This design comes from an exercise in tuning for small area and a short achievable clock period on the open sky130 flow, not from production work. At most, simulation tests tie the RTL to the original design; equivalence was not proved. Power figures rest on the tool's default switching activity, not on a simulated workload.

## old
## cpu
module cpu(CLK, RESET, EN_L, Iin, Din, PC, NextPC, DataA, DataB, DataC, DataD, MW);
For scale: roughly 530 cells after synthesis, about 72 flip-flops, ~76 I/O pins, about 5200 um2 of cells after synthesis.
Settings: LEC_CHECK=0, CAP_MARGIN=20, CORE_MARGIN=2, CORE_UTILIZATION=60, CTS_BUF_LIST=sky130_fd_sc_hd__clkbuf_8, SETUP_SLACK_MARGIN=3.7, SLEW_MARGIN=20, SYNTH_HIERARCHICAL=1; clock period 11.5 ns.
standard.sh (not shown) runs the stock make flow with config.mk's settings and CLKGATE_MAP_FILE= SYNTH_SCRIPT=/design/flow/synth_recipe.tcl, a recipe that flattens the netlist after the stock synthesis.
==> flow/flow/run.sh <==
#!/bin/bash
# The standard layout (the standard.sh), with the input and output ports buffered by
# sky130_fd_sc_hd__buf_2 instead of the cell buffer_ports picks by default.
set -euo pipefail
export BUFFER_PORTS_ARGS="-buffer_cell sky130_fd_sc_hd__buf_2"
bash standard.sh > flow_make.log 2>&1
Setup changes, old to new
# old
export LEC_CHECK = 0
export CAP_MARGIN = 20
export CORE_MARGIN = 2
export CORE_UTILIZATION = 60
export CTS_BUF_LIST = sky130_fd_sc_hd__clkbuf_8
export SETUP_SLACK_MARGIN = 3.7
export SLEW_MARGIN = 20
export SYNTH_HIERARCHICAL = 1
create_clock -name core_clock -period 11.5 [get_ports {CLK}]
# new
export LEC_CHECK = 0
export CAP_MARGIN = 20
export CORE_MARGIN = 2
export CORE_UTILIZATION = 60
export CTS_BUF_LIST = sky130_fd_sc_hd__clkbuf_8
export SETUP_SLACK_MARGIN = 4.0
export SLEW_MARGIN = 20
export SYNTH_HIERARCHICAL = 1
create_clock -name core_clock -period 11.5 [get_ports {CLK}]
==> comparison <==
The flow did not stop early for new: all stages ran, and the layout cleared the timing, DRC and antenna checks. Compared with old, new shows a lower minimum clock period. | first-pass GRT wire length | new vs old | ≈ equal |. Changes observed in new relative to old: proportion of cell area occupied by registers essentially unchanged; aggregate routed wire length essentially unchanged; worst setup slack went up 0.10 ns; part of the power in registers barely changed; total length of routed met3 wires grew by 2.5%. Against old, new reports a number of resized instances in the post-cts repair step that is higher. Cell with the largest stage delay on the worst path = sky130_fd_sc_hd__nor3_2: old; cell with the largest stage delay on the worst path = sky130_fd_sc_hd__nor3b_2: new.

* * *

Another version of the RTL of cpu (not shown whole).
Size: about 530 cells after synthesis, ~72 flip-flops, roughly 76 I/O pins, roughly 5000 µm² of cells after synthesis.
Settings: LEC_CHECK=0, CAP_MARGIN=20, CORE_MARGIN=2, CORE_UTILIZATION=70, CTS_BUF_LIST=sky130_fd_sc_hd__clkbuf_8, SETUP_SLACK_MARGIN=4.0, SLEW_MARGIN=20, SYNTH_HIERARCHICAL=1; clock period 11.5 ns.
Scripts as last shown in full above: flow/flow/run.sh
==> next run, changes <==
- CORE_UTILIZATION: 70 -> 60
- CTS_BUF_LIST: sky130_fd_sc_hd__clkbuf_8 -> sky130_fd_sc_hd__clkbuf_4 sky130_fd_sc_hd__clkbuf_8
After rerunning:
- The changed run produced a clean layout
- global-route usage goes down by 7.1 points
- total power goes down by a few percent
- cell area goes down slightly
No functional check of the RTL was part of any run of this note.

* * *

Setup of exp/nickel:
Another version of the RTL of cpu (not shown whole).
For scale: roughly 72 flip-flops, about 76 I/O pins, ~4600 um^2 of cells after synthesis.
clock: 11.5 ns
lec_check: 0
cap_margin: 20
core_margin: 2
core_utilization: 60
cts_buf_list: sky130_fd_sc_hd__clkbuf_8
setup_slack_margin: 4.2
slew_margin: 20
synth_hierarchical: 1
Scripts as last shown in full above: flow/flow/run.sh
What exp/ember does differently from exp/nickel at the input level:
- a change of SETUP_SLACK_MARGIN from 4.2 to 4.0
==> flow/flow/run.sh <==
#!/bin/bash
# The standard layout (the standard.sh), with two changes: the input and output ports are
# buffered by sky130_fd_sc_hd__buf_2 instead of the cell buffer_ports picks by default, and
# clock tree synthesis inserts no dummy loads.
set -euo pipefail
export BUFFER_PORTS_ARGS="-buffer_cell sky130_fd_sc_hd__buf_2"
export CTS_ARGS="-sink_clustering_enable -repair_clock_nets -buf_list sky130_fd_sc_hd__clkbuf_8 -dont_use_dummy_load"
bash standard.sh > flow_make.log 2>&1
--- outcome ---
Total routed wirelength: exp/ember vs exp/nickel down 1500 um. In exp/ember, the clock power share came out 5.6 points below the value in exp/nickel. Worst setup slack for register-to-register paths for exp/ember is higher than for exp/nickel. Relative to exp/nickel, the wire length of the first global-routing pass of exp/ember is lower by about 2.7%. exp/nickel ended up with sky130_fd_sc_hd__a21oi_2 as its cell with the biggest individual delay on the critical path; exp/ember ended up with sky130_fd_sc_hd__and4b_2. Re clock sink count: no difference whatsoever between exp/nickel and exp/ember. Post-route cell area shrinks by a little under 10% when moving from exp/nickel to exp/ember.
[inputs] exp/umber vs exp/ember
==> flow/flow/run.sh <==
#!/bin/bash
# The standard layout (the standard.sh), with the input and output ports buffered by
# sky130_fd_sc_hd__buf_2 instead of the cell buffer_ports picks by default.
set -euo pipefail
export BUFFER_PORTS_ARGS="-buffer_cell sky130_fd_sc_hd__buf_2"
bash standard.sh > flow_make.log 2>&1
Notes after the runs:
In exp/umber the finished layout cell area turned out about 2.3% higher than in exp/ember. Measured against each other, exp/umber and exp/ember differ in hold slack, the lower figure coming from exp/ember. exp/umber reports its critical path's slowest cell as sky130_fd_sc_hd__and3b_2 while exp/ember reports sky130_fd_sc_hd__and4b_2. NOTE: via count in exp/umber exceeds that of exp/ember. Least setup slack across all paths after layout in exp/umber vs exp/ember: down 0.021 ns. Compared to exp/ember, exp/umber has non-clock buffer count in the final layout 2 lower. exp/umber has ratio of routed vias to standard cells above what exp/ember had.
For exp/sierra, these inputs were changed with respect to exp/umber:
- SETUP_SLACK_MARGIN now 3.7, was 4.0
[summary]
In exp/sierra, the maximum frequency came out 0.0046 GHz below the value in exp/umber. The lower final area of exp/umber and exp/sierra is in exp/sierra. On exp/sierra: mean routed wirelength per cell is 3.6% lower than what exp/umber gave. Sum of routed wire length over all layers, exp/umber and exp/sierra: higher on exp/umber. Diff exp/sierra..exp/umber | number of max-capacitance violations reported | unchanged.
Here is what was changed in the inputs of exp/tundra compared with exp/sierra.
- SETUP_SLACK_MARGIN now 4.0, was 3.7
==> flow/flow/run.sh <==
#!/bin/bash
# The standard layout (the standard.sh), with two changes: the input and output ports are
# buffered by sky130_fd_sc_hd__buf_2 instead of the cell buffer_ports picks by default, and
# clock tree synthesis inserts no dummy loads and clusters up to 24 sinks per buffer.
set -euo pipefail
export BUFFER_PORTS_ARGS="-buffer_cell sky130_fd_sc_hd__buf_2"
export CTS_ARGS="-sink_clustering_enable -repair_clock_nets -buf_list sky130_fd_sc_hd__clkbuf_8 -dont_use_dummy_load -sink_clustering_size 24 -sink_clustering_max_diameter 100"
bash standard.sh > flow_make.log 2>&1
Findings:
Taking exp/sierra as the reference, in exp/tundra layout net count +7, logic gate share of total power +4.2 points, layout buffer count excluding clock buffers +8.9%, shortest clock period the worst path allows after layout -0.28 ns, area occupied by multi-input gates +about 4%. Met1 layer wirelength in the final routing, exp/sierra and exp/tundra: larger value in exp/tundra.

==> what the ideal ports hide <==
Ports are ideal in the flow. The routed layouts listed here were re-timed in OpenROAD.
Step 1, drivers: a clkbuf_16 drives CLK and a buf_2 each remaining input, both assumed.
Step 2, shift: input delay + t, output delay - t, t = (earliest + latest rising clock arrival at the registers) / 2. This alone moves slack from input paths to output paths.
Three values: ideal ports, drivers, drivers and shift; two values: the first two.
| run | shift t [ns] | setup slack, ns | slew at the worst register clock pin (ns) | pins driven straight from the clock port |
|---|---|---|---|---|
| old | 0.388 | 4.112 / 4.080 / 4.080 | 0.09 / 0.09 | 1 |
| new | 0.385 | 4.215 / 4.183 / 4.183 | 0.09 / 0.09 | 1 |
| the first run of note 2 | 0.379 | 4.089 / 4.054 / 4.054 | 0.09 / 0.09 | 1 |
| the second run of note 2 | 0.374 | 4.145 / 4.115 / 4.115 | 0.08 / 0.08 | 1 |
| exp/nickel | 0.384 | 4.192 / 4.110 / 4.110 | 0.09 / 0.09 | 1 |
| exp/ember | 0.376 | 4.163 / 4.129 / 4.129 | 0.09 / 0.09 | 1 |
| exp/umber | 0.387 | 4.142 / 4.108 / 4.108 | 0.09 / 0.09 | 1 |
| exp/sierra | 0.387 | 3.884 / 3.851 / 3.851 | 0.09 / 0.09 | 1 |
| exp/tundra | 0.376 | 4.163 / 4.129 / 4.129 | 0.09 / 0.09 | 1 |
After both steps setup and hold are still met in every run listed. For exp/nickel, which loses most, drivers alone change the setup slack by -0.082 ns; drivers and shift together by -0.082 ns.
